This design comes from an exercise in tuning for small area on the open sky130 flow, not from production work. No functional check of the RTL was part of this run. No activity file was given, so power comes from the tool's default toggle rates.

==> flow/config.mk <==
export PLATFORM = sky130hd
export DESIGN_NAME = ALU_16_bit
export DESIGN_NICKNAME = ALU_16_bit
export VERILOG_FILES = /design/flow/design.v
export SDC_FILE = /design/flow/constraint.sdc
export NUM_CORES = 4
export LEC_CHECK = 0
export CAP_MARGIN = 20
export CORE_MARGIN = 2
export CORE_UTILIZATION = 40
export SLEW_MARGIN = 20
==> flow/constraint.sdc <==
create_clock -name core_clock -period 31.0 [get_ports {clk}]
set_input_delay 6.2000 -clock core_clock [delete_from_list [all_inputs] [get_ports {clk}]]
set_output_delay 6.2000 -clock core_clock [all_outputs]
set_load 0.01 [all_outputs]
==> flow/design.v <==
module ALU_16_bit(
input wire [15:0] A,
input wire [15:0] B,
input wire [3:0] ALU_FUN,
input wire clk,
output reg [15:0] ALU_OUT,
output wire Carry_Flag,
output wire Arith_Flag,
output wire Logic_Flag,
output wire CMP_Flag,
output wire Shift_Flag
);
wire is_add = ALU_FUN == 4'b0000;
wire is_sub = ALU_FUN == 4'b0001;
wire is_mul = ALU_FUN == 4'b0010;
wire is_div = ALU_FUN == 4'b0011;
wire is_as  = is_add | is_sub;
wire is_shr = ALU_FUN == 4'b1101;
wire is_shl = ALU_FUN == 4'b1110;
wire is_eq  = ALU_FUN == 4'b1010;
wire is_gt  = ALU_FUN == 4'b1011;
wire is_lt  = ALU_FUN == 4'b1100;
assign Arith_Flag = ALU_FUN[3:2] == 2'b00;
assign Logic_Flag = (ALU_FUN[3:2] == 2'b01) | (ALU_FUN[3:1] == 3'b100);
assign CMP_Flag   = is_eq | is_gt | is_lt;
assign Shift_Flag = is_shr | is_shl;
wire asub = ~(is_add | is_mul);
wire [15:0] bx = B ^ {16{asub}};
wire [16:0] cc;
assign cc[0] = asub;
genvar gi;
generate for (gi = 0; gi < 16; gi = gi + 1) begin : cchain
  assign cc[gi+1] = (A[gi] & bx[gi]) | ((A[gi] | bx[gi]) & cc[gi]);
end endgenerate
wire ge = cc[16];
wire eq = ~|(A ^ B);
assign Carry_Flag = (is_add & ge) | (is_sub & ~ge);
wire [15:0] zhi;
assign zhi[0] = 1'b1;
generate for (gi = 1; gi < 16; gi = gi + 1) begin : zh
  assign zhi[gi] = zhi[gi-1] & ~B[16-gi];
end endgenerate
wire bnz = |B;
wire [15:0] zd = zhi & {16{is_div & bnz}};
wire [15:0] ma = A & {16{is_mul}};
wire [15:0] q;
assign x16 = A & {16{is_div | is_as}};
wire [15:0] x0;
wire [15:0] x1;
wire [15:0] x2;
wire [15:0] x3;
wire [15:0] x4;
wire [15:0] x5;
wire [15:0] x6;
wire [15:0] x7;
wire [15:0] x8;
wire [15:0] x9;
wire [15:0] x10;
wire [15:0] x11;
wire [15:0] x12;
wire [15:0] x13;
wire [15:0] x14;
wire [15:0] x15;
wire [15:0] x16;
wire r15_g0;
wire r15_t0;
wire r15_h0;
wire co15;
wire sel15;
wire r15_s0;
wire r14_g0;
wire r14_t0;
wire r14_h0;
wire r14_g1;
wire r14_t1;
wire r14_h1;
wire co14;
wire sel14;
wire r14_s0;
wire r14_s1;
wire r13_g0;
wire r13_t0;
wire r13_h0;
wire r13_g1;
wire r13_t1;
wire r13_h1;
wire r13_g2;
wire r13_t2;
wire r13_h2;
wire co13;
wire sel13;
wire r13_s0;
wire r13_s1;
wire r13_s2;
wire r12_g0;
wire r12_t0;
wire r12_h0;
wire r12_g1;
wire r12_t1;
wire r12_h1;
wire r12_g2;
wire r12_t2;
wire r12_h2;
wire r12_g3;
wire r12_t3;
wire r12_h3;
wire co12;
wire sel12;
wire r12_s0;
wire r12_s1;
wire r12_s2;
wire r12_s3;
wire r11_g0;
wire r11_t0;
wire r11_h0;
wire r11_g1;
wire r11_t1;
wire r11_h1;
wire r11_g2;
wire r11_t2;
wire r11_h2;
wire r11_g3;
wire r11_t3;
wire r11_h3;
wire r11_g4;
wire r11_t4;
wire r11_h4;
wire co11;
wire sel11;
wire r11_s0;
wire r11_s1;
wire r11_s2;
wire r11_s3;
wire r11_s4;
wire r10_g0;
wire r10_t0;
wire r10_h0;
wire r10_g1;
wire r10_t1;
wire r10_h1;
wire r10_g2;
wire r10_t2;
wire r10_h2;
wire r10_g3;
wire r10_t3;
wire r10_h3;
wire r10_g4;
wire r10_t4;
wire r10_h4;
wire r10_g5;
wire r10_t5;
wire r10_h5;
wire co10;
wire sel10;
wire r10_s0;
wire r10_s1;
wire r10_s2;
wire r10_s3;
wire r10_s4;
wire r10_s5;
wire r9_g0;
wire r9_t0;
wire r9_h0;
wire r9_g1;
wire r9_t1;
wire r9_h1;
wire r9_g2;
wire r9_t2;
wire r9_h2;
wire r9_g3;
wire r9_t3;
wire r9_h3;
wire r9_g4;
wire r9_t4;
wire r9_h4;
wire r9_g5;
wire r9_t5;
wire r9_h5;
wire r9_g6;
wire r9_t6;
wire r9_h6;
wire co9;
wire sel9;
wire r9_s0;
wire r9_s1;
wire r9_s2;
wire r9_s3;
wire r9_s4;
wire r9_s5;
wire r9_s6;
wire r8_g0;
wire r8_t0;
wire r8_h0;
wire r8_g1;
wire r8_t1;
wire r8_h1;
wire r8_g2;
wire r8_t2;
wire r8_h2;
wire r8_g3;
wire r8_t3;
wire r8_h3;
wire r8_g4;
wire r8_t4;
wire r8_h4;
wire r8_g5;
wire r8_t5;
wire r8_h5;
wire r8_g6;
wire r8_t6;
wire r8_h6;
wire r8_g7;
wire r8_t7;
wire r8_h7;
wire co8;
wire sel8;
wire r8_s0;
wire r8_s1;
wire r8_s2;
wire r8_s3;
wire r8_s4;
wire r8_s5;
wire r8_s6;
wire r8_s7;
wire r7_g0;
wire r7_t0;
wire r7_h0;
wire r7_g1;
wire r7_t1;
wire r7_h1;
wire r7_g2;
wire r7_t2;
wire r7_h2;
wire r7_g3;
wire r7_t3;
wire r7_h3;
wire r7_g4;
wire r7_t4;
wire r7_h4;
wire r7_g5;
wire r7_t5;
wire r7_h5;
wire r7_g6;
wire r7_t6;
wire r7_h6;
wire r7_g7;
wire r7_t7;
wire r7_h7;
wire r7_g8;
wire r7_t8;
wire r7_h8;
wire co7;
wire sel7;
wire r7_s0;
wire r7_s1;
wire r7_s2;
wire r7_s3;
wire r7_s4;
wire r7_s5;
wire r7_s6;
wire r7_s7;
wire r7_s8;
wire r6_g0;
wire r6_t0;
wire r6_h0;
wire r6_g1;
wire r6_t1;
wire r6_h1;
wire r6_g2;
wire r6_t2;
wire r6_h2;
wire r6_g3;
wire r6_t3;
wire r6_h3;
wire r6_g4;
wire r6_t4;
wire r6_h4;
wire r6_g5;
wire r6_t5;
wire r6_h5;
wire r6_g6;
wire r6_t6;
wire r6_h6;
wire r6_g7;
wire r6_t7;
wire r6_h7;
wire r6_g8;
wire r6_t8;
wire r6_h8;
wire r6_g9;
wire r6_t9;
wire r6_h9;
wire co6;
wire sel6;
wire r6_s0;
wire r6_s1;
wire r6_s2;
wire r6_s3;
wire r6_s4;
wire r6_s5;
wire r6_s6;
wire r6_s7;
wire r6_s8;
wire r6_s9;
wire r5_g0;
wire r5_t0;
wire r5_h0;
wire r5_g1;
wire r5_t1;
wire r5_h1;
wire r5_g2;
wire r5_t2;
wire r5_h2;
wire r5_g3;
wire r5_t3;
wire r5_h3;
wire r5_g4;
wire r5_t4;
wire r5_h4;
wire r5_g5;
wire r5_t5;
wire r5_h5;
wire r5_g6;
wire r5_t6;
wire r5_h6;
wire r5_g7;
wire r5_t7;
wire r5_h7;
wire r5_g8;
wire r5_t8;
wire r5_h8;
wire r5_g9;
wire r5_t9;
wire r5_h9;
wire r5_g10;
wire r5_t10;
wire r5_h10;
wire co5;
wire sel5;
wire r5_s0;
wire r5_s1;
wire r5_s2;
wire r5_s3;
wire r5_s4;
wire r5_s5;
wire r5_s6;
wire r5_s7;
wire r5_s8;
wire r5_s9;
wire r5_s10;
wire r4_g0;
wire r4_t0;
wire r4_h0;
wire r4_g1;
wire r4_t1;
wire r4_h1;
wire r4_g2;
wire r4_t2;
wire r4_h2;
wire r4_g3;
wire r4_t3;
wire r4_h3;
wire r4_g4;
wire r4_t4;
wire r4_h4;
wire r4_g5;
wire r4_t5;
wire r4_h5;
wire r4_g6;
wire r4_t6;
wire r4_h6;
wire r4_g7;
wire r4_t7;
wire r4_h7;
wire r4_g8;
wire r4_t8;
wire r4_h8;
wire r4_g9;
wire r4_t9;
wire r4_h9;
wire r4_g10;
wire r4_t10;
wire r4_h10;
wire r4_g11;
wire r4_t11;
wire r4_h11;
wire co4;
wire sel4;
wire r4_s0;
wire r4_s1;
wire r4_s2;
wire r4_s3;
wire r4_s4;
wire r4_s5;
wire r4_s6;
wire r4_s7;
wire r4_s8;
wire r4_s9;
wire r4_s10;
wire r4_s11;
wire r3_g0;
wire r3_t0;
wire r3_h0;
wire r3_g1;
wire r3_t1;
wire r3_h1;
wire r3_g2;
wire r3_t2;
wire r3_h2;
wire r3_g3;
wire r3_t3;
wire r3_h3;
wire r3_g4;
wire r3_t4;
wire r3_h4;
wire r3_g5;
wire r3_t5;
wire r3_h5;
wire r3_g6;
wire r3_t6;
wire r3_h6;
wire r3_g7;
wire r3_t7;
wire r3_h7;
wire r3_g8;
wire r3_t8;
wire r3_h8;
wire r3_g9;
wire r3_t9;
wire r3_h9;
wire r3_g10;
wire r3_t10;
wire r3_h10;
wire r3_g11;
wire r3_t11;
wire r3_h11;
wire r3_g12;
wire r3_t12;
wire r3_h12;
wire co3;
wire sel3;
wire r3_s0;
wire r3_s1;
wire r3_s2;
wire r3_s3;
wire r3_s4;
wire r3_s5;
wire r3_s6;
wire r3_s7;
wire r3_s8;
wire r3_s9;
wire r3_s10;
wire r3_s11;
wire r3_s12;
wire r2_g0;
wire r2_t0;
wire r2_h0;
wire r2_g1;
wire r2_t1;
wire r2_h1;
wire r2_g2;
wire r2_t2;
wire r2_h2;
wire r2_g3;
wire r2_t3;
wire r2_h3;
wire r2_g4;
wire r2_t4;
wire r2_h4;
wire r2_g5;
wire r2_t5;
wire r2_h5;
wire r2_g6;
wire r2_t6;
wire r2_h6;
wire r2_g7;
wire r2_t7;
wire r2_h7;
wire r2_g8;
wire r2_t8;
wire r2_h8;
wire r2_g9;
wire r2_t9;
wire r2_h9;
wire r2_g10;
wire r2_t10;
wire r2_h10;
wire r2_g11;
wire r2_t11;
wire r2_h11;
wire r2_g12;
wire r2_t12;
wire r2_h12;
wire r2_g13;
wire r2_t13;
wire r2_h13;
wire co2;
wire sel2;
wire r2_s0;
wire r2_s1;
wire r2_s2;
wire r2_s3;
wire r2_s4;
wire r2_s5;
wire r2_s6;
wire r2_s7;
wire r2_s8;
wire r2_s9;
wire r2_s10;
wire r2_s11;
wire r2_s12;
wire r2_s13;
wire r1_g0;
wire r1_t0;
wire r1_h0;
wire r1_g1;
wire r1_t1;
wire r1_h1;
wire r1_g2;
wire r1_t2;
wire r1_h2;
wire r1_g3;
wire r1_t3;
wire r1_h3;
wire r1_g4;
wire r1_t4;
wire r1_h4;
wire r1_g5;
wire r1_t5;
wire r1_h5;
wire r1_g6;
wire r1_t6;
wire r1_h6;
wire r1_g7;
wire r1_t7;
wire r1_h7;
wire r1_g8;
wire r1_t8;
wire r1_h8;
wire r1_g9;
wire r1_t9;
wire r1_h9;
wire r1_g10;
wire r1_t10;
wire r1_h10;
wire r1_g11;
wire r1_t11;
wire r1_h11;
wire r1_g12;
wire r1_t12;
wire r1_h12;
wire r1_g13;
wire r1_t13;
wire r1_h13;
wire r1_g14;
wire r1_t14;
wire r1_h14;
wire co1;
wire sel1;
wire r1_s0;
wire r1_s1;
wire r1_s2;
wire r1_s3;
wire r1_s4;
wire r1_s5;
wire r1_s6;
wire r1_s7;
wire r1_s8;
wire r1_s9;
wire r1_s10;
wire r1_s11;
wire r1_s12;
wire r1_s13;
wire r1_s14;
wire r0_g0;
wire r0_t0;
wire r0_h0;
wire r0_g1;
wire r0_t1;
wire r0_h1;
wire r0_g2;
wire r0_t2;
wire r0_h2;
wire r0_g3;
wire r0_t3;
wire r0_h3;
wire r0_g4;
wire r0_t4;
wire r0_h4;
wire r0_g5;
wire r0_t5;
wire r0_h5;
wire r0_g6;
wire r0_t6;
wire r0_h6;
wire r0_g7;
wire r0_t7;
wire r0_h7;
wire r0_g8;
wire r0_t8;
wire r0_h8;
wire r0_g9;
wire r0_t9;
wire r0_h9;
wire r0_g10;
wire r0_t10;
wire r0_h10;
wire r0_g11;
wire r0_t11;
wire r0_h11;
wire r0_g12;
wire r0_t12;
wire r0_h12;
wire r0_g13;
wire r0_t13;
wire r0_h13;
wire r0_g14;
wire r0_t14;
wire r0_h14;
wire r0_g15;
wire r0_t15;
wire r0_h15;
wire co0;
wire sel0;
wire r0_s0;
wire r0_s1;
wire r0_s2;
wire r0_s3;
wire r0_s4;
wire r0_s5;
wire r0_s6;
wire r0_s7;
wire r0_s8;
wire r0_s9;
wire r0_s10;
wire r0_s11;
wire r0_s12;
wire r0_s13;
wire r0_s14;
wire r0_s15;
assign r15_g0 = (x16[15] & bx[0]) | ((x16[15] | bx[0]) & asub);
assign r15_t0 = x16[15] | bx[0];
assign r15_h0 = x16[15] ^ bx[0];
wire [0:0] r15_sum;
assign {co15, r15_sum} = {1'b0, x16[15:15]} + {1'b0, bx[0:0]} + asub;
assign sel15 = (co15 & zd[15]) | ma[15];
assign q[15] = co15 & zd[15];
assign r15_s0 = r15_sum[0];
assign x15[15] = sel15 ? r15_s0 : x16[15];
assign x15[14:0] = x16[14:0];
assign r14_g0 = (x15[14] & bx[0]) | ((x15[14] | bx[0]) & asub);
assign r14_t0 = x15[14] | bx[0];
assign r14_h0 = x15[14] ^ bx[0];
assign r14_g1 = x15[15] & bx[1];
assign r14_t1 = x15[15] | bx[1];
assign r14_h1 = x15[15] ^ bx[1];
wire [1:0] r14_sum;
assign {co14, r14_sum} = {1'b0, x15[15:14]} + {1'b0, bx[1:0]} + asub;
assign sel14 = (co14 & zd[14]) | ma[14];
assign q[14] = co14 & zd[14];
assign r14_s0 = r14_sum[0];
assign x14[14] = sel14 ? r14_s0 : x15[14];
assign r14_s1 = r14_sum[1];
assign x14[15] = sel14 ? r14_s1 : x15[15];
assign x14[13:0] = x15[13:0];
assign r13_g0 = (x14[13] & bx[0]) | ((x14[13] | bx[0]) & asub);
assign r13_t0 = x14[13] | bx[0];
assign r13_h0 = x14[13] ^ bx[0];
assign r13_g1 = x14[14] & bx[1];
assign r13_t1 = x14[14] | bx[1];
assign r13_h1 = x14[14] ^ bx[1];
assign r13_g2 = x14[15] & bx[2];
assign r13_t2 = x14[15] | bx[2];
assign r13_h2 = x14[15] ^ bx[2];
wire [2:0] r13_sum;
assign {co13, r13_sum} = {1'b0, x14[15:13]} + {1'b0, bx[2:0]} + asub;
assign sel13 = (co13 & zd[13]) | ma[13];
assign q[13] = co13 & zd[13];
assign r13_s0 = r13_sum[0];
assign x13[13] = sel13 ? r13_s0 : x14[13];
assign r13_s1 = r13_sum[1];
assign x13[14] = sel13 ? r13_s1 : x14[14];
assign r13_s2 = r13_sum[2];
assign x13[15] = sel13 ? r13_s2 : x14[15];
assign x13[12:0] = x14[12:0];
assign r12_g0 = (x13[12] & bx[0]) | ((x13[12] | bx[0]) & asub);
assign r12_t0 = x13[12] | bx[0];
assign r12_h0 = x13[12] ^ bx[0];
assign r12_g1 = x13[13] & bx[1];
assign r12_t1 = x13[13] | bx[1];
assign r12_h1 = x13[13] ^ bx[1];
assign r12_g2 = x13[14] & bx[2];
assign r12_t2 = x13[14] | bx[2];
assign r12_h2 = x13[14] ^ bx[2];
assign r12_g3 = x13[15] & bx[3];
assign r12_t3 = x13[15] | bx[3];
assign r12_h3 = x13[15] ^ bx[3];
wire [3:0] r12_sum;
assign {co12, r12_sum} = {1'b0, x13[15:12]} + {1'b0, bx[3:0]} + asub;
assign sel12 = (co12 & zd[12]) | ma[12];
assign q[12] = co12 & zd[12];
assign r12_s0 = r12_sum[0];
assign x12[12] = sel12 ? r12_s0 : x13[12];
assign r12_s1 = r12_sum[1];
assign x12[13] = sel12 ? r12_s1 : x13[13];
assign r12_s2 = r12_sum[2];
assign x12[14] = sel12 ? r12_s2 : x13[14];
assign r12_s3 = r12_sum[3];
assign x12[15] = sel12 ? r12_s3 : x13[15];
assign x12[11:0] = x13[11:0];
assign r11_g0 = (x12[11] & bx[0]) | ((x12[11] | bx[0]) & asub);
assign r11_t0 = x12[11] | bx[0];
assign r11_h0 = x12[11] ^ bx[0];
assign r11_g1 = x12[12] & bx[1];
assign r11_t1 = x12[12] | bx[1];
assign r11_h1 = x12[12] ^ bx[1];
assign r11_g2 = x12[13] & bx[2];
assign r11_t2 = x12[13] | bx[2];
assign r11_h2 = x12[13] ^ bx[2];
assign r11_g3 = x12[14] & bx[3];
assign r11_t3 = x12[14] | bx[3];
assign r11_h3 = x12[14] ^ bx[3];
assign r11_g4 = x12[15] & bx[4];
assign r11_t4 = x12[15] | bx[4];
assign r11_h4 = x12[15] ^ bx[4];
wire [4:0] r11_sum;
assign {co11, r11_sum} = {1'b0, x12[15:11]} + {1'b0, bx[4:0]} + asub;
assign sel11 = (co11 & zd[11]) | ma[11];
assign q[11] = co11 & zd[11];
assign r11_s0 = r11_sum[0];
assign x11[11] = sel11 ? r11_s0 : x12[11];
assign r11_s1 = r11_sum[1];
assign x11[12] = sel11 ? r11_s1 : x12[12];
assign r11_s2 = r11_sum[2];
assign x11[13] = sel11 ? r11_s2 : x12[13];
assign r11_s3 = r11_sum[3];
assign x11[14] = sel11 ? r11_s3 : x12[14];
assign r11_s4 = r11_sum[4];
assign x11[15] = sel11 ? r11_s4 : x12[15];
assign x11[10:0] = x12[10:0];
assign r10_g0 = (x11[10] & bx[0]) | ((x11[10] | bx[0]) & asub);
assign r10_t0 = x11[10] | bx[0];
assign r10_h0 = x11[10] ^ bx[0];
assign r10_g1 = x11[11] & bx[1];
assign r10_t1 = x11[11] | bx[1];
assign r10_h1 = x11[11] ^ bx[1];
assign r10_g2 = x11[12] & bx[2];
assign r10_t2 = x11[12] | bx[2];
assign r10_h2 = x11[12] ^ bx[2];
assign r10_g3 = x11[13] & bx[3];
assign r10_t3 = x11[13] | bx[3];
assign r10_h3 = x11[13] ^ bx[3];
assign r10_g4 = x11[14] & bx[4];
assign r10_t4 = x11[14] | bx[4];
assign r10_h4 = x11[14] ^ bx[4];
assign r10_g5 = x11[15] & bx[5];
assign r10_t5 = x11[15] | bx[5];
assign r10_h5 = x11[15] ^ bx[5];
wire [5:0] r10_sum;
assign {co10, r10_sum} = {1'b0, x11[15:10]} + {1'b0, bx[5:0]} + asub;
assign sel10 = (co10 & zd[10]) | ma[10];
assign q[10] = co10 & zd[10];
assign r10_s0 = r10_sum[0];
assign x10[10] = sel10 ? r10_s0 : x11[10];
assign r10_s1 = r10_sum[1];
assign x10[11] = sel10 ? r10_s1 : x11[11];
assign r10_s2 = r10_sum[2];
assign x10[12] = sel10 ? r10_s2 : x11[12];
assign r10_s3 = r10_sum[3];
assign x10[13] = sel10 ? r10_s3 : x11[13];
assign r10_s4 = r10_sum[4];
assign x10[14] = sel10 ? r10_s4 : x11[14];
assign r10_s5 = r10_sum[5];
assign x10[15] = sel10 ? r10_s5 : x11[15];
assign x10[9:0] = x11[9:0];
assign r9_g0 = (x10[9] & bx[0]) | ((x10[9] | bx[0]) & asub);
assign r9_t0 = x10[9] | bx[0];
assign r9_h0 = x10[9] ^ bx[0];
assign r9_g1 = x10[10] & bx[1];
assign r9_t1 = x10[10] | bx[1];
assign r9_h1 = x10[10] ^ bx[1];
assign r9_g2 = x10[11] & bx[2];
assign r9_t2 = x10[11] | bx[2];
assign r9_h2 = x10[11] ^ bx[2];
assign r9_g3 = x10[12] & bx[3];
assign r9_t3 = x10[12] | bx[3];
assign r9_h3 = x10[12] ^ bx[3];
assign r9_g4 = x10[13] & bx[4];
assign r9_t4 = x10[13] | bx[4];
assign r9_h4 = x10[13] ^ bx[4];
assign r9_g5 = x10[14] & bx[5];
assign r9_t5 = x10[14] | bx[5];
assign r9_h5 = x10[14] ^ bx[5];
assign r9_g6 = x10[15] & bx[6];
assign r9_t6 = x10[15] | bx[6];
assign r9_h6 = x10[15] ^ bx[6];
wire [6:0] r9_sum;
assign {co9, r9_sum} = {1'b0, x10[15:9]} + {1'b0, bx[6:0]} + asub;
assign sel9 = (co9 & zd[9]) | ma[9];
assign q[9] = co9 & zd[9];
assign r9_s0 = r9_sum[0];
assign x9[9] = sel9 ? r9_s0 : x10[9];
assign r9_s1 = r9_sum[1];
assign x9[10] = sel9 ? r9_s1 : x10[10];
assign r9_s2 = r9_sum[2];
assign x9[11] = sel9 ? r9_s2 : x10[11];
assign r9_s3 = r9_sum[3];
assign x9[12] = sel9 ? r9_s3 : x10[12];
assign r9_s4 = r9_sum[4];
assign x9[13] = sel9 ? r9_s4 : x10[13];
assign r9_s5 = r9_sum[5];
assign x9[14] = sel9 ? r9_s5 : x10[14];
assign r9_s6 = r9_sum[6];
assign x9[15] = sel9 ? r9_s6 : x10[15];
assign x9[8:0] = x10[8:0];
assign r8_g0 = (x9[8] & bx[0]) | ((x9[8] | bx[0]) & asub);
assign r8_t0 = x9[8] | bx[0];
assign r8_h0 = x9[8] ^ bx[0];
assign r8_g1 = x9[9] & bx[1];
assign r8_t1 = x9[9] | bx[1];
assign r8_h1 = x9[9] ^ bx[1];
assign r8_g2 = x9[10] & bx[2];
assign r8_t2 = x9[10] | bx[2];
assign r8_h2 = x9[10] ^ bx[2];
assign r8_g3 = x9[11] & bx[3];
assign r8_t3 = x9[11] | bx[3];
assign r8_h3 = x9[11] ^ bx[3];
assign r8_g4 = x9[12] & bx[4];
assign r8_t4 = x9[12] | bx[4];
assign r8_h4 = x9[12] ^ bx[4];
assign r8_g5 = x9[13] & bx[5];
assign r8_t5 = x9[13] | bx[5];
assign r8_h5 = x9[13] ^ bx[5];
assign r8_g6 = x9[14] & bx[6];
assign r8_t6 = x9[14] | bx[6];
assign r8_h6 = x9[14] ^ bx[6];
assign r8_g7 = x9[15] & bx[7];
assign r8_t7 = x9[15] | bx[7];
assign r8_h7 = x9[15] ^ bx[7];
wire [7:0] r8_sum;
assign {co8, r8_sum} = {1'b0, x9[15:8]} + {1'b0, bx[7:0]} + asub;
assign sel8 = (co8 & zd[8]) | ma[8];
assign q[8] = co8 & zd[8];
assign r8_s0 = r8_sum[0];
assign x8[8] = sel8 ? r8_s0 : x9[8];
assign r8_s1 = r8_sum[1];
assign x8[9] = sel8 ? r8_s1 : x9[9];
assign r8_s2 = r8_sum[2];
assign x8[10] = sel8 ? r8_s2 : x9[10];
assign r8_s3 = r8_sum[3];
assign x8[11] = sel8 ? r8_s3 : x9[11];
assign r8_s4 = r8_sum[4];
assign x8[12] = sel8 ? r8_s4 : x9[12];
assign r8_s5 = r8_sum[5];
assign x8[13] = sel8 ? r8_s5 : x9[13];
assign r8_s6 = r8_sum[6];
assign x8[14] = sel8 ? r8_s6 : x9[14];
assign r8_s7 = r8_sum[7];
assign x8[15] = sel8 ? r8_s7 : x9[15];
assign x8[7:0] = x9[7:0];
assign r7_g0 = (x8[7] & bx[0]) | ((x8[7] | bx[0]) & asub);
assign r7_t0 = x8[7] | bx[0];
assign r7_h0 = x8[7] ^ bx[0];
assign r7_g1 = x8[8] & bx[1];
assign r7_t1 = x8[8] | bx[1];
assign r7_h1 = x8[8] ^ bx[1];
assign r7_g2 = x8[9] & bx[2];
assign r7_t2 = x8[9] | bx[2];
assign r7_h2 = x8[9] ^ bx[2];
assign r7_g3 = x8[10] & bx[3];
assign r7_t3 = x8[10] | bx[3];
assign r7_h3 = x8[10] ^ bx[3];
assign r7_g4 = x8[11] & bx[4];
assign r7_t4 = x8[11] | bx[4];
assign r7_h4 = x8[11] ^ bx[4];
assign r7_g5 = x8[12] & bx[5];
assign r7_t5 = x8[12] | bx[5];
assign r7_h5 = x8[12] ^ bx[5];
assign r7_g6 = x8[13] & bx[6];
assign r7_t6 = x8[13] | bx[6];
assign r7_h6 = x8[13] ^ bx[6];
assign r7_g7 = x8[14] & bx[7];
assign r7_t7 = x8[14] | bx[7];
assign r7_h7 = x8[14] ^ bx[7];
assign r7_g8 = x8[15] & bx[8];
assign r7_t8 = x8[15] | bx[8];
assign r7_h8 = x8[15] ^ bx[8];
wire [8:0] r7_sum;
assign {co7, r7_sum} = {1'b0, x8[15:7]} + {1'b0, bx[8:0]} + asub;
assign sel7 = (co7 & zd[7]) | ma[7];
assign q[7] = co7 & zd[7];
assign r7_s0 = r7_sum[0];
assign x7[7] = sel7 ? r7_s0 : x8[7];
assign r7_s1 = r7_sum[1];
assign x7[8] = sel7 ? r7_s1 : x8[8];
assign r7_s2 = r7_sum[2];
assign x7[9] = sel7 ? r7_s2 : x8[9];
assign r7_s3 = r7_sum[3];
assign x7[10] = sel7 ? r7_s3 : x8[10];
assign r7_s4 = r7_sum[4];
assign x7[11] = sel7 ? r7_s4 : x8[11];
assign r7_s5 = r7_sum[5];
assign x7[12] = sel7 ? r7_s5 : x8[12];
assign r7_s6 = r7_sum[6];
assign x7[13] = sel7 ? r7_s6 : x8[13];
assign r7_s7 = r7_sum[7];
assign x7[14] = sel7 ? r7_s7 : x8[14];
assign r7_s8 = r7_sum[8];
assign x7[15] = sel7 ? r7_s8 : x8[15];
assign x7[6:0] = x8[6:0];
assign r6_g0 = (x7[6] & bx[0]) | ((x7[6] | bx[0]) & asub);
assign r6_t0 = x7[6] | bx[0];
assign r6_h0 = x7[6] ^ bx[0];
assign r6_g1 = x7[7] & bx[1];
assign r6_t1 = x7[7] | bx[1];
assign r6_h1 = x7[7] ^ bx[1];
assign r6_g2 = x7[8] & bx[2];
assign r6_t2 = x7[8] | bx[2];
assign r6_h2 = x7[8] ^ bx[2];
assign r6_g3 = x7[9] & bx[3];
assign r6_t3 = x7[9] | bx[3];
assign r6_h3 = x7[9] ^ bx[3];
assign r6_g4 = x7[10] & bx[4];
assign r6_t4 = x7[10] | bx[4];
assign r6_h4 = x7[10] ^ bx[4];
assign r6_g5 = x7[11] & bx[5];
assign r6_t5 = x7[11] | bx[5];
assign r6_h5 = x7[11] ^ bx[5];
assign r6_g6 = x7[12] & bx[6];
assign r6_t6 = x7[12] | bx[6];
assign r6_h6 = x7[12] ^ bx[6];
assign r6_g7 = x7[13] & bx[7];
assign r6_t7 = x7[13] | bx[7];
assign r6_h7 = x7[13] ^ bx[7];
assign r6_g8 = x7[14] & bx[8];
assign r6_t8 = x7[14] | bx[8];
assign r6_h8 = x7[14] ^ bx[8];
assign r6_g9 = x7[15] & bx[9];
assign r6_t9 = x7[15] | bx[9];
assign r6_h9 = x7[15] ^ bx[9];
wire [9:0] r6_sum;
assign {co6, r6_sum} = {1'b0, x7[15:6]} + {1'b0, bx[9:0]} + asub;
assign sel6 = (co6 & zd[6]) | ma[6];
assign q[6] = co6 & zd[6];
assign r6_s0 = r6_sum[0];
assign x6[6] = sel6 ? r6_s0 : x7[6];
assign r6_s1 = r6_sum[1];
assign x6[7] = sel6 ? r6_s1 : x7[7];
assign r6_s2 = r6_sum[2];
assign x6[8] = sel6 ? r6_s2 : x7[8];
assign r6_s3 = r6_sum[3];
assign x6[9] = sel6 ? r6_s3 : x7[9];
assign r6_s4 = r6_sum[4];
assign x6[10] = sel6 ? r6_s4 : x7[10];
assign r6_s5 = r6_sum[5];
assign x6[11] = sel6 ? r6_s5 : x7[11];
assign r6_s6 = r6_sum[6];
assign x6[12] = sel6 ? r6_s6 : x7[12];
assign r6_s7 = r6_sum[7];
assign x6[13] = sel6 ? r6_s7 : x7[13];
assign r6_s8 = r6_sum[8];
assign x6[14] = sel6 ? r6_s8 : x7[14];
assign r6_s9 = r6_sum[9];
assign x6[15] = sel6 ? r6_s9 : x7[15];
assign x6[5:0] = x7[5:0];
assign r5_g0 = (x6[5] & bx[0]) | ((x6[5] | bx[0]) & asub);
assign r5_t0 = x6[5] | bx[0];
assign r5_h0 = x6[5] ^ bx[0];
assign r5_g1 = x6[6] & bx[1];
assign r5_t1 = x6[6] | bx[1];
assign r5_h1 = x6[6] ^ bx[1];
assign r5_g2 = x6[7] & bx[2];
assign r5_t2 = x6[7] | bx[2];
assign r5_h2 = x6[7] ^ bx[2];
assign r5_g3 = x6[8] & bx[3];
assign r5_t3 = x6[8] | bx[3];
assign r5_h3 = x6[8] ^ bx[3];
assign r5_g4 = x6[9] & bx[4];
assign r5_t4 = x6[9] | bx[4];
assign r5_h4 = x6[9] ^ bx[4];
assign r5_g5 = x6[10] & bx[5];
assign r5_t5 = x6[10] | bx[5];
assign r5_h5 = x6[10] ^ bx[5];
assign r5_g6 = x6[11] & bx[6];
assign r5_t6 = x6[11] | bx[6];
assign r5_h6 = x6[11] ^ bx[6];
assign r5_g7 = x6[12] & bx[7];
assign r5_t7 = x6[12] | bx[7];
assign r5_h7 = x6[12] ^ bx[7];
assign r5_g8 = x6[13] & bx[8];
assign r5_t8 = x6[13] | bx[8];
assign r5_h8 = x6[13] ^ bx[8];
assign r5_g9 = x6[14] & bx[9];
assign r5_t9 = x6[14] | bx[9];
assign r5_h9 = x6[14] ^ bx[9];
assign r5_g10 = x6[15] & bx[10];
assign r5_t10 = x6[15] | bx[10];
assign r5_h10 = x6[15] ^ bx[10];
wire [10:0] r5_sum;
assign {co5, r5_sum} = {1'b0, x6[15:5]} + {1'b0, bx[10:0]} + asub;
assign sel5 = (co5 & zd[5]) | ma[5];
assign q[5] = co5 & zd[5];
assign r5_s0 = r5_sum[0];
assign x5[5] = sel5 ? r5_s0 : x6[5];
assign r5_s1 = r5_sum[1];
assign x5[6] = sel5 ? r5_s1 : x6[6];
assign r5_s2 = r5_sum[2];
assign x5[7] = sel5 ? r5_s2 : x6[7];
assign r5_s3 = r5_sum[3];
assign x5[8] = sel5 ? r5_s3 : x6[8];
assign r5_s4 = r5_sum[4];
assign x5[9] = sel5 ? r5_s4 : x6[9];
assign r5_s5 = r5_sum[5];
assign x5[10] = sel5 ? r5_s5 : x6[10];
assign r5_s6 = r5_sum[6];
assign x5[11] = sel5 ? r5_s6 : x6[11];
assign r5_s7 = r5_sum[7];
assign x5[12] = sel5 ? r5_s7 : x6[12];
assign r5_s8 = r5_sum[8];
assign x5[13] = sel5 ? r5_s8 : x6[13];
assign r5_s9 = r5_sum[9];
assign x5[14] = sel5 ? r5_s9 : x6[14];
assign r5_s10 = r5_sum[10];
assign x5[15] = sel5 ? r5_s10 : x6[15];
assign x5[4:0] = x6[4:0];
assign r4_g0 = (x5[4] & bx[0]) | ((x5[4] | bx[0]) & asub);
assign r4_t0 = x5[4] | bx[0];
assign r4_h0 = x5[4] ^ bx[0];
assign r4_g1 = x5[5] & bx[1];
assign r4_t1 = x5[5] | bx[1];
assign r4_h1 = x5[5] ^ bx[1];
assign r4_g2 = x5[6] & bx[2];
assign r4_t2 = x5[6] | bx[2];
assign r4_h2 = x5[6] ^ bx[2];
assign r4_g3 = x5[7] & bx[3];
assign r4_t3 = x5[7] | bx[3];
assign r4_h3 = x5[7] ^ bx[3];
assign r4_g4 = x5[8] & bx[4];
assign r4_t4 = x5[8] | bx[4];
assign r4_h4 = x5[8] ^ bx[4];
assign r4_g5 = x5[9] & bx[5];
assign r4_t5 = x5[9] | bx[5];
assign r4_h5 = x5[9] ^ bx[5];
assign r4_g6 = x5[10] & bx[6];
assign r4_t6 = x5[10] | bx[6];
assign r4_h6 = x5[10] ^ bx[6];
assign r4_g7 = x5[11] & bx[7];
assign r4_t7 = x5[11] | bx[7];
assign r4_h7 = x5[11] ^ bx[7];
assign r4_g8 = x5[12] & bx[8];
assign r4_t8 = x5[12] | bx[8];
assign r4_h8 = x5[12] ^ bx[8];
assign r4_g9 = x5[13] & bx[9];
assign r4_t9 = x5[13] | bx[9];
assign r4_h9 = x5[13] ^ bx[9];
assign r4_g10 = x5[14] & bx[10];
assign r4_t10 = x5[14] | bx[10];
assign r4_h10 = x5[14] ^ bx[10];
assign r4_g11 = x5[15] & bx[11];
assign r4_t11 = x5[15] | bx[11];
assign r4_h11 = x5[15] ^ bx[11];
wire [11:0] r4_sum;
assign {co4, r4_sum} = {1'b0, x5[15:4]} + {1'b0, bx[11:0]} + asub;
assign sel4 = (co4 & zd[4]) | ma[4];
assign q[4] = co4 & zd[4];
assign r4_s0 = r4_sum[0];
assign x4[4] = sel4 ? r4_s0 : x5[4];
assign r4_s1 = r4_sum[1];
assign x4[5] = sel4 ? r4_s1 : x5[5];
assign r4_s2 = r4_sum[2];
assign x4[6] = sel4 ? r4_s2 : x5[6];
assign r4_s3 = r4_sum[3];
assign x4[7] = sel4 ? r4_s3 : x5[7];
assign r4_s4 = r4_sum[4];
assign x4[8] = sel4 ? r4_s4 : x5[8];
assign r4_s5 = r4_sum[5];
assign x4[9] = sel4 ? r4_s5 : x5[9];
assign r4_s6 = r4_sum[6];
assign x4[10] = sel4 ? r4_s6 : x5[10];
assign r4_s7 = r4_sum[7];
assign x4[11] = sel4 ? r4_s7 : x5[11];
assign r4_s8 = r4_sum[8];
assign x4[12] = sel4 ? r4_s8 : x5[12];
assign r4_s9 = r4_sum[9];
assign x4[13] = sel4 ? r4_s9 : x5[13];
assign r4_s10 = r4_sum[10];
assign x4[14] = sel4 ? r4_s10 : x5[14];
assign r4_s11 = r4_sum[11];
assign x4[15] = sel4 ? r4_s11 : x5[15];
assign x4[3:0] = x5[3:0];
assign r3_g0 = (x4[3] & bx[0]) | ((x4[3] | bx[0]) & asub);
assign r3_t0 = x4[3] | bx[0];
assign r3_h0 = x4[3] ^ bx[0];
assign r3_g1 = x4[4] & bx[1];
assign r3_t1 = x4[4] | bx[1];
assign r3_h1 = x4[4] ^ bx[1];
assign r3_g2 = x4[5] & bx[2];
assign r3_t2 = x4[5] | bx[2];
assign r3_h2 = x4[5] ^ bx[2];
assign r3_g3 = x4[6] & bx[3];
assign r3_t3 = x4[6] | bx[3];
assign r3_h3 = x4[6] ^ bx[3];
assign r3_g4 = x4[7] & bx[4];
assign r3_t4 = x4[7] | bx[4];
assign r3_h4 = x4[7] ^ bx[4];
assign r3_g5 = x4[8] & bx[5];
assign r3_t5 = x4[8] | bx[5];
assign r3_h5 = x4[8] ^ bx[5];
assign r3_g6 = x4[9] & bx[6];
assign r3_t6 = x4[9] | bx[6];
assign r3_h6 = x4[9] ^ bx[6];
assign r3_g7 = x4[10] & bx[7];
assign r3_t7 = x4[10] | bx[7];
assign r3_h7 = x4[10] ^ bx[7];
assign r3_g8 = x4[11] & bx[8];
assign r3_t8 = x4[11] | bx[8];
assign r3_h8 = x4[11] ^ bx[8];
assign r3_g9 = x4[12] & bx[9];
assign r3_t9 = x4[12] | bx[9];
assign r3_h9 = x4[12] ^ bx[9];
assign r3_g10 = x4[13] & bx[10];
assign r3_t10 = x4[13] | bx[10];
assign r3_h10 = x4[13] ^ bx[10];
assign r3_g11 = x4[14] & bx[11];
assign r3_t11 = x4[14] | bx[11];
assign r3_h11 = x4[14] ^ bx[11];
assign r3_g12 = x4[15] & bx[12];
assign r3_t12 = x4[15] | bx[12];
assign r3_h12 = x4[15] ^ bx[12];
wire [12:0] r3_sum;
assign {co3, r3_sum} = {1'b0, x4[15:3]} + {1'b0, bx[12:0]} + asub;
assign sel3 = (co3 & zd[3]) | ma[3];
assign q[3] = co3 & zd[3];
assign r3_s0 = r3_sum[0];
assign x3[3] = sel3 ? r3_s0 : x4[3];
assign r3_s1 = r3_sum[1];
assign x3[4] = sel3 ? r3_s1 : x4[4];
assign r3_s2 = r3_sum[2];
assign x3[5] = sel3 ? r3_s2 : x4[5];
assign r3_s3 = r3_sum[3];
assign x3[6] = sel3 ? r3_s3 : x4[6];
assign r3_s4 = r3_sum[4];
assign x3[7] = sel3 ? r3_s4 : x4[7];
assign r3_s5 = r3_sum[5];
assign x3[8] = sel3 ? r3_s5 : x4[8];
assign r3_s6 = r3_sum[6];
assign x3[9] = sel3 ? r3_s6 : x4[9];
assign r3_s7 = r3_sum[7];
assign x3[10] = sel3 ? r3_s7 : x4[10];
assign r3_s8 = r3_sum[8];
assign x3[11] = sel3 ? r3_s8 : x4[11];
assign r3_s9 = r3_sum[9];
assign x3[12] = sel3 ? r3_s9 : x4[12];
assign r3_s10 = r3_sum[10];
assign x3[13] = sel3 ? r3_s10 : x4[13];
assign r3_s11 = r3_sum[11];
assign x3[14] = sel3 ? r3_s11 : x4[14];
assign r3_s12 = r3_sum[12];
assign x3[15] = sel3 ? r3_s12 : x4[15];
assign x3[2:0] = x4[2:0];
assign r2_g0 = (x3[2] & bx[0]) | ((x3[2] | bx[0]) & asub);
assign r2_t0 = x3[2] | bx[0];
assign r2_h0 = x3[2] ^ bx[0];
assign r2_g1 = x3[3] & bx[1];
assign r2_t1 = x3[3] | bx[1];
assign r2_h1 = x3[3] ^ bx[1];
assign r2_g2 = x3[4] & bx[2];
assign r2_t2 = x3[4] | bx[2];
assign r2_h2 = x3[4] ^ bx[2];
assign r2_g3 = x3[5] & bx[3];
assign r2_t3 = x3[5] | bx[3];
assign r2_h3 = x3[5] ^ bx[3];
assign r2_g4 = x3[6] & bx[4];
assign r2_t4 = x3[6] | bx[4];
assign r2_h4 = x3[6] ^ bx[4];
assign r2_g5 = x3[7] & bx[5];
assign r2_t5 = x3[7] | bx[5];
assign r2_h5 = x3[7] ^ bx[5];
assign r2_g6 = x3[8] & bx[6];
assign r2_t6 = x3[8] | bx[6];
assign r2_h6 = x3[8] ^ bx[6];
assign r2_g7 = x3[9] & bx[7];
assign r2_t7 = x3[9] | bx[7];
assign r2_h7 = x3[9] ^ bx[7];
assign r2_g8 = x3[10] & bx[8];
assign r2_t8 = x3[10] | bx[8];
assign r2_h8 = x3[10] ^ bx[8];
assign r2_g9 = x3[11] & bx[9];
assign r2_t9 = x3[11] | bx[9];
assign r2_h9 = x3[11] ^ bx[9];
assign r2_g10 = x3[12] & bx[10];
assign r2_t10 = x3[12] | bx[10];
assign r2_h10 = x3[12] ^ bx[10];
assign r2_g11 = x3[13] & bx[11];
assign r2_t11 = x3[13] | bx[11];
assign r2_h11 = x3[13] ^ bx[11];
assign r2_g12 = x3[14] & bx[12];
assign r2_t12 = x3[14] | bx[12];
assign r2_h12 = x3[14] ^ bx[12];
assign r2_g13 = x3[15] & bx[13];
assign r2_t13 = x3[15] | bx[13];
assign r2_h13 = x3[15] ^ bx[13];
wire [13:0] r2_sum;
assign {co2, r2_sum} = {1'b0, x3[15:2]} + {1'b0, bx[13:0]} + asub;
assign sel2 = (co2 & zd[2]) | ma[2];
assign q[2] = co2 & zd[2];
assign r2_s0 = r2_sum[0];
assign x2[2] = sel2 ? r2_s0 : x3[2];
assign r2_s1 = r2_sum[1];
assign x2[3] = sel2 ? r2_s1 : x3[3];
assign r2_s2 = r2_sum[2];
assign x2[4] = sel2 ? r2_s2 : x3[4];
assign r2_s3 = r2_sum[3];
assign x2[5] = sel2 ? r2_s3 : x3[5];
assign r2_s4 = r2_sum[4];
assign x2[6] = sel2 ? r2_s4 : x3[6];
assign r2_s5 = r2_sum[5];
assign x2[7] = sel2 ? r2_s5 : x3[7];
assign r2_s6 = r2_sum[6];
assign x2[8] = sel2 ? r2_s6 : x3[8];
assign r2_s7 = r2_sum[7];
assign x2[9] = sel2 ? r2_s7 : x3[9];
assign r2_s8 = r2_sum[8];
assign x2[10] = sel2 ? r2_s8 : x3[10];
assign r2_s9 = r2_sum[9];
assign x2[11] = sel2 ? r2_s9 : x3[11];
assign r2_s10 = r2_sum[10];
assign x2[12] = sel2 ? r2_s10 : x3[12];
assign r2_s11 = r2_sum[11];
assign x2[13] = sel2 ? r2_s11 : x3[13];
assign r2_s12 = r2_sum[12];
assign x2[14] = sel2 ? r2_s12 : x3[14];
assign r2_s13 = r2_sum[13];
assign x2[15] = sel2 ? r2_s13 : x3[15];
assign x2[1:0] = x3[1:0];
assign r1_g0 = (x2[1] & bx[0]) | ((x2[1] | bx[0]) & asub);
assign r1_t0 = x2[1] | bx[0];
assign r1_h0 = x2[1] ^ bx[0];
assign r1_g1 = x2[2] & bx[1];
assign r1_t1 = x2[2] | bx[1];
assign r1_h1 = x2[2] ^ bx[1];
assign r1_g2 = x2[3] & bx[2];
assign r1_t2 = x2[3] | bx[2];
assign r1_h2 = x2[3] ^ bx[2];
assign r1_g3 = x2[4] & bx[3];
assign r1_t3 = x2[4] | bx[3];
assign r1_h3 = x2[4] ^ bx[3];
assign r1_g4 = x2[5] & bx[4];
assign r1_t4 = x2[5] | bx[4];
assign r1_h4 = x2[5] ^ bx[4];
assign r1_g5 = x2[6] & bx[5];
assign r1_t5 = x2[6] | bx[5];
assign r1_h5 = x2[6] ^ bx[5];
assign r1_g6 = x2[7] & bx[6];
assign r1_t6 = x2[7] | bx[6];
assign r1_h6 = x2[7] ^ bx[6];
assign r1_g7 = x2[8] & bx[7];
assign r1_t7 = x2[8] | bx[7];
assign r1_h7 = x2[8] ^ bx[7];
assign r1_g8 = x2[9] & bx[8];
assign r1_t8 = x2[9] | bx[8];
assign r1_h8 = x2[9] ^ bx[8];
assign r1_g9 = x2[10] & bx[9];
assign r1_t9 = x2[10] | bx[9];
assign r1_h9 = x2[10] ^ bx[9];
assign r1_g10 = x2[11] & bx[10];
assign r1_t10 = x2[11] | bx[10];
assign r1_h10 = x2[11] ^ bx[10];
assign r1_g11 = x2[12] & bx[11];
assign r1_t11 = x2[12] | bx[11];
assign r1_h11 = x2[12] ^ bx[11];
assign r1_g12 = x2[13] & bx[12];
assign r1_t12 = x2[13] | bx[12];
assign r1_h12 = x2[13] ^ bx[12];
assign r1_g13 = x2[14] & bx[13];
assign r1_t13 = x2[14] | bx[13];
assign r1_h13 = x2[14] ^ bx[13];
assign r1_g14 = x2[15] & bx[14];
assign r1_t14 = x2[15] | bx[14];
assign r1_h14 = x2[15] ^ bx[14];
wire [14:0] r1_sum;
assign {co1, r1_sum} = {1'b0, x2[15:1]} + {1'b0, bx[14:0]} + asub;
assign sel1 = (co1 & zd[1]) | ma[1];
assign q[1] = co1 & zd[1];
assign r1_s0 = r1_sum[0];
assign x1[1] = sel1 ? r1_s0 : x2[1];
assign r1_s1 = r1_sum[1];
assign x1[2] = sel1 ? r1_s1 : x2[2];
assign r1_s2 = r1_sum[2];
assign x1[3] = sel1 ? r1_s2 : x2[3];
assign r1_s3 = r1_sum[3];
assign x1[4] = sel1 ? r1_s3 : x2[4];
assign r1_s4 = r1_sum[4];
assign x1[5] = sel1 ? r1_s4 : x2[5];
assign r1_s5 = r1_sum[5];
assign x1[6] = sel1 ? r1_s5 : x2[6];
assign r1_s6 = r1_sum[6];
assign x1[7] = sel1 ? r1_s6 : x2[7];
assign r1_s7 = r1_sum[7];
assign x1[8] = sel1 ? r1_s7 : x2[8];
assign r1_s8 = r1_sum[8];
assign x1[9] = sel1 ? r1_s8 : x2[9];
assign r1_s9 = r1_sum[9];
assign x1[10] = sel1 ? r1_s9 : x2[10];
assign r1_s10 = r1_sum[10];
assign x1[11] = sel1 ? r1_s10 : x2[11];
assign r1_s11 = r1_sum[11];
assign x1[12] = sel1 ? r1_s11 : x2[12];
assign r1_s12 = r1_sum[12];
assign x1[13] = sel1 ? r1_s12 : x2[13];
assign r1_s13 = r1_sum[13];
assign x1[14] = sel1 ? r1_s13 : x2[14];
assign r1_s14 = r1_sum[14];
assign x1[15] = sel1 ? r1_s14 : x2[15];
assign x1[0:0] = x2[0:0];
assign r0_g0 = (x1[0] & bx[0]) | ((x1[0] | bx[0]) & asub);
assign r0_t0 = x1[0] | bx[0];
assign r0_h0 = x1[0] ^ bx[0];
assign r0_g1 = x1[1] & bx[1];
assign r0_t1 = x1[1] | bx[1];
assign r0_h1 = x1[1] ^ bx[1];
assign r0_g2 = x1[2] & bx[2];
assign r0_t2 = x1[2] | bx[2];
assign r0_h2 = x1[2] ^ bx[2];
assign r0_g3 = x1[3] & bx[3];
assign r0_t3 = x1[3] | bx[3];
assign r0_h3 = x1[3] ^ bx[3];
assign r0_g4 = x1[4] & bx[4];
assign r0_t4 = x1[4] | bx[4];
assign r0_h4 = x1[4] ^ bx[4];
assign r0_g5 = x1[5] & bx[5];
assign r0_t5 = x1[5] | bx[5];
assign r0_h5 = x1[5] ^ bx[5];
assign r0_g6 = x1[6] & bx[6];
assign r0_t6 = x1[6] | bx[6];
assign r0_h6 = x1[6] ^ bx[6];
assign r0_g7 = x1[7] & bx[7];
assign r0_t7 = x1[7] | bx[7];
assign r0_h7 = x1[7] ^ bx[7];
assign r0_g8 = x1[8] & bx[8];
assign r0_t8 = x1[8] | bx[8];
assign r0_h8 = x1[8] ^ bx[8];
assign r0_g9 = x1[9] & bx[9];
assign r0_t9 = x1[9] | bx[9];
assign r0_h9 = x1[9] ^ bx[9];
assign r0_g10 = x1[10] & bx[10];
assign r0_t10 = x1[10] | bx[10];
assign r0_h10 = x1[10] ^ bx[10];
assign r0_g11 = x1[11] & bx[11];
assign r0_t11 = x1[11] | bx[11];
assign r0_h11 = x1[11] ^ bx[11];
assign r0_g12 = x1[12] & bx[12];
assign r0_t12 = x1[12] | bx[12];
assign r0_h12 = x1[12] ^ bx[12];
assign r0_g13 = x1[13] & bx[13];
assign r0_t13 = x1[13] | bx[13];
assign r0_h13 = x1[13] ^ bx[13];
assign r0_g14 = x1[14] & bx[14];
assign r0_t14 = x1[14] | bx[14];
assign r0_h14 = x1[14] ^ bx[14];
assign r0_g15 = x1[15] & bx[15];
assign r0_t15 = x1[15] | bx[15];
assign r0_h15 = x1[15] ^ bx[15];
wire [15:0] r0_sum;
assign {co0, r0_sum} = {1'b0, x1[15:0]} + {1'b0, bx[15:0]} + asub;
assign sel0 = (co0 & zd[0]) | ma[0] | is_as;
assign q[0] = co0 & zd[0];
assign r0_s0 = r0_sum[0];
assign x0[0] = sel0 ? r0_s0 : x1[0];
assign r0_s1 = r0_sum[1];
assign x0[1] = sel0 ? r0_s1 : x1[1];
assign r0_s2 = r0_sum[2];
assign x0[2] = sel0 ? r0_s2 : x1[2];
assign r0_s3 = r0_sum[3];
assign x0[3] = sel0 ? r0_s3 : x1[3];
assign r0_s4 = r0_sum[4];
assign x0[4] = sel0 ? r0_s4 : x1[4];
assign r0_s5 = r0_sum[5];
assign x0[5] = sel0 ? r0_s5 : x1[5];
assign r0_s6 = r0_sum[6];
assign x0[6] = sel0 ? r0_s6 : x1[6];
assign r0_s7 = r0_sum[7];
assign x0[7] = sel0 ? r0_s7 : x1[7];
assign r0_s8 = r0_sum[8];
assign x0[8] = sel0 ? r0_s8 : x1[8];
assign r0_s9 = r0_sum[9];
assign x0[9] = sel0 ? r0_s9 : x1[9];
assign r0_s10 = r0_sum[10];
assign x0[10] = sel0 ? r0_s10 : x1[10];
assign r0_s11 = r0_sum[11];
assign x0[11] = sel0 ? r0_s11 : x1[11];
assign r0_s12 = r0_sum[12];
assign x0[12] = sel0 ? r0_s12 : x1[12];
assign r0_s13 = r0_sum[13];
assign x0[13] = sel0 ? r0_s13 : x1[13];
assign r0_s14 = r0_sum[14];
assign x0[14] = sel0 ? r0_s14 : x1[14];
assign r0_s15 = r0_sum[15];
assign x0[15] = sel0 ? r0_s15 : x1[15];
reg [15:0] lg;
always @(*) begin
  case (ALU_FUN[2:0])
    3'b100: lg = A & B;
    3'b101: lg = A | B;
    3'b110: lg = ~(A & B);
    3'b111: lg = ~(A | B);
    3'b000: lg = A ^ B;
    default: lg = ~(A ^ B);
  endcase
end
wire is_lg = Logic_Flag;
wire [15:0] res =
    (x0 & {16{is_mul | is_as}}) |
    q |
    (lg & {16{is_lg}}) |
    ({1'b0, A[15:1]} & {16{is_shr}}) |
    ({A[14:0], 1'b0} & {16{is_shl}}) |
    {14'b0, (is_gt & ge & ~eq) | (is_lt & ~ge), (is_eq & eq) | (is_lt & ~ge)};
always @(posedge clk)
  ALU_OUT <= res;
endmodule
==> flow/run.sh <==
#!/bin/bash
# synth_recipe.tcl (not shown) runs the flow's synth.tcl, then flattens the netlist and writes it again
# the make line also repeats each setting of config.mk as NAME=value (left out here)
make -C /OpenROAD-flow-scripts/flow DESIGN_CONFIG=/design/flow/config.mk WORK_HOME=/design/flow/orfs CLKGATE_MAP_FILE= SYNTH_SCRIPT=/design/flow/synth_recipe.tcl finish
==> impl_results.rst <==
.. list-table::
   :header-rows: 1

   * - Metric
     - Value
   * - Outcome
     - finished with violations
   * - Violated Checks
     - negative setup slack
   * - Vertical die dimension
     - 170.3 um
   * - Pin count of the biggest net entering global routing
     - 32
   * - Reg with most FFs
     - ALU_OUT
   * - Hold Crit Class
     - primary input to flop
   * - Worst-case vdd ir drop
     - 0.02358 mV
   * - Slowest stage cell, crit path
     - sky130_fd_sc_hd__or4_1
   * - Type of origin of the critical path
     - primary input
   * - Final hold violation count
     - 0
   * - Post-CTS clock slew at the launch and capture registers of the worst setup and hold paths
     - 0.05 ns
   * - PnR worst setup slack
     - -0.9948 ns
   * - Drt initial violations
     - 1,458
   * - Share of Yosys cell area claimed by the top area cell type
     - 0.1708
   * - Final HPWL DP
     - 38.76 mm
   * - 1st-pass router iterations
     - 6
   * - Placed Instance Area
     - 0.01610 mm2
   * - Cell area power density
     - 28.30 mW/mm2
   * - Worst-case clock buffer depth
     - 2
   * - Synthesis-to-layout area growth
     - 67.05%
   * - Share of cells above drive strength 1
     - 0.4273
   * - Vias per Instance
     - 6.091
   * - Arrival time reported for the critical path endpoint
     - 32.14 ns
   * - Design Power
     - 0.5228 mW
   * - Quantity of hold-fixing buffers added after cts
     - 0
   * - #FFs+latches synth
     - 16
   * - Unrepaired setup endpoints after global routing
     - true
   * - CTS Root Buffer Type
     - sky130_fd_sc_hd__clkbuf_16
   * - Critical path's largest stage delay
     - 0.48 ns
   * - Vias in the first global route
     - 14,927
   * - TritonCTS clock tree
     - built
   * - Dpl cells
     - 2,407
   * - Ys async rst share
     - 0
   * - Most Frequent Cell on Critical Path
     - sky130_fd_sc_hd__buf_4
   * - Cell type contributing the most total cell area after synthesis
     - sky130_fd_sc_hd__ha_1
   * - Regs by FF count
     - ALU_OUT x16
   * - Number of sinks driven by the clock tree
     - 16
   * - Peak Freq
     - 31.26 MHz
   * - Final Max Tran Viols
     - 0
   * - Part of the cycle the worst path needs
     - 1.032
   * - Transition time at the pin with the least slew margin
     - 1.288 ns
   * - Post-route non-filler standard cell count
     - 2,541
   * - Residual antenna-violating net count after detailed routing
     - 0
   * - Area of the die
     - 0.02900 mm2
   * - Post-layout nets
     - 2,404
   * - Crit Path Category
     - primary input to flop
   * - Global-route wire length before repair
     - 79.49 mm
   * - Minimum period implied by the final worst setup slack
     - 31.99 ns
   * - Count of buffers inserted at the top-level ports
     - 57
   * - Sum of negative setup slack
     - -14.69 ns
   * - Commonest cells in the netlist
     - 151 x sky130_fd_sc_hd__ha_1, 145 x sky130_fd_sc_hd__nor2_1, 142 x sky130_fd_sc_hd__nand2_1
   * - Average cell area after synthesis
     - 6.982 um2
   * - Normalized max-slew margin
     - 0.1403
   * - Post-route cell area
     - 0.01848 mm2
   * - Area of the mapped netlist
     - 0.01106 mm2
   * - EDFF count, synth
     - 0
   * - DRC violation count after routing
     - 0
   * - Last weighted congestion value of the routability-driven placer
     - 1.016
   * - Die W
     - 170.3 um
   * - Flip-flop count of the largest register, all copies and words added
     - 16
   * - Number of synthesis warnings
     - 1
   * - Ant. Diodes
     - 0
   * - Routed wire length
     - 54.06 mm
   * - Aggregate global routing overflow
     - 0
   * - Routed wire length per instance
     - 21.28 um
   * - Leakage
     - 8.969 nW
   * - Initial antenna violation count
     - 0
   * - Cell with the most instances after synthesis
     - sky130_fd_sc_hd__ha_1
   * - Synth Net Count
     - 1,787
   * - Number of primary I/O pins
     - 58
   * - Number of H-tree branching levels
     - 1
   * - Max-cap check violation count
     - 0
   * - Required time reported for the critical path endpoint
     - 31.14 ns
   * - Total track usage
     - 0.3472
   * - Largest cells by area after synthesis
     - sky130_fd_sc_hd__ha_1 17%, sky130_fd_sc_hd__xnor2_1 7.4%, sky130_fd_sc_hd__o21ai_0 5.4%
   * - DR vias
     - 15,476
   * - TritonCTS Buffers
     - 3
   * - Instance count of the mapped netlist
     - 1,584
   * - Critical path capture point type
     - flop
   * - Largest fanout on the critical path
     - 7
   * - Most frequently used flop master after synthesis
     - sky130_fd_sc_hd__dfxtp_1
   * - Number of setup violations in the final report
     - 16
   * - Distinct cell type count of the synthesized netlist
     - 88
   * - Proportion of synthesized chip area in sequential cells
     - 0.02896
   * - Standard cell core area
     - 0.02703 mm2
   * - Number of standard-cell rows in the floorplan
     - 60
   * - Starting density of the core
     - 0.4092
-- worst paths after layout --
kind                     end  startpoint  slack [ns]  cells past startpoint
hold / removal    ALU_OUT[4]       B[12]        6.65                      4
setup / recovery  ALU_OUT[7]        B[1]       -0.99                    138
-- placed cells by master, fill, tap and decap left out, drive strengths merged, types with 33 or more instances in the layout --
cell type      count
a21o              49
a21oi             98
buf              638
clkdlybuf4s50     36
ha               151
inv               86
mux2              33
nand2            142
nand3             33
nor2             146
nor3              33
o21ai            122
xnor2             93
xor2              43
-- worst max-delay path, delay by kind of cell --
kind	cells	cell delay [ns]
muxes	4	1.30
and+or+nand+nor	31	5.50
AOI/OAI and AO/OA	60	11.28
xor gates and xnor gates	2	0.40
buffers and inverters	27	3.70
adders and majority gates	14	3.71
-- layer usage --
metal	global-route usage	share of wire
met1	0.4346	0.40
met2	0.5901	0.45
met3	0.03512	0.082
met4	0.1787	0.069
met5	0	0
-- report_power, final --
group	total, mW	leakage [nW]	switching, mW	internal (mW)
sequential	0.0257	0.134	0.00122	0.0245
clock	0.0294	0.0442	0.00973	0.0197
combinational	0.468	8.79	0.231	0.237
-- final cells by class --
| type | count | area [um2] |
|---|---|---|
| well taps | 341 | 426.7 |
| clock buffers | 4 | 88.84 |
| fillers | 2162 | 8551 |
| repair inverters | 1 | 8.758 |
| multi-input cells | 1400 | 11820 |
| flip-flops and latches | 16 | 320.3 |
| repair buffers | 692 | 5472 |
| inverters | 87 | 341.6 |
-- stage by stage --
step                  util  setup slack, ns  hold WS, ns
floorplan                -           -1.236        6.409
global placement    0.5956           -1.320        6.938
detailed placement  0.5956           -1.969        6.921
CTS                 0.6513          -0.1776        6.666
global route        0.6836           -1.822        6.658
finish              0.6836          -0.9948        6.649
-- kinds of logic after synthesis --
| family | after synthesis | share of synthesized area |
|---|---|---|
| multiplexers | 57 | 0.05532 |
| AO/OA/AOI/OAI | 525 | 0.3261 |
| buffers and inverters | 168 | 0.05747 |
| XOR/XNOR | 136 | 0.1077 |
| flip-flops | 16 | 0.02896 |
| AND/OR/NAND/NOR | 516 | 0.2265 |
| adder cells (fa/ha/maj) | 166 | 0.1980 |
-- what timing repair did --
item,4_1_cts,5_1_grt
pin swaps,110,102
buffers inserted,85,42
endpoints found under the setup margin,16,16
gates resized for setup,165,125
gates cloned,2,1

-- what the ideal ports hide --
No port has a modelled driver above. Below, the same layout with a new extraction and two added sets of constraints. Step 1 (the two cells are an assumption about what drives the block):
set clk [get_ports {clk}]
set_driving_cell -lib_cell sky130_fd_sc_hd__clkbuf_16 $clk
set_driving_cell -lib_cell sky130_fd_sc_hd__buf_2 [delete_from_list [all_inputs] $clk]
Step 2 also shifts input and output timing later by t, the mid clock arrival at the registers, as if the neighbouring blocks saw the same clock. Slacks: ideal / step 1 / step 2; pairs: ideal / step 1.
shift t [ns]: 0.284
setup slack, ns: -0.995 / -0.981 / -1.265
latest minus earliest clock arrival (ns): 0.004 / 0.004
worst register clock-pin slew, ns: 0.06 / 0.06
For this run, drivers alone change the setup slack by +0.014 ns; drivers and shift together by -0.270 ns.
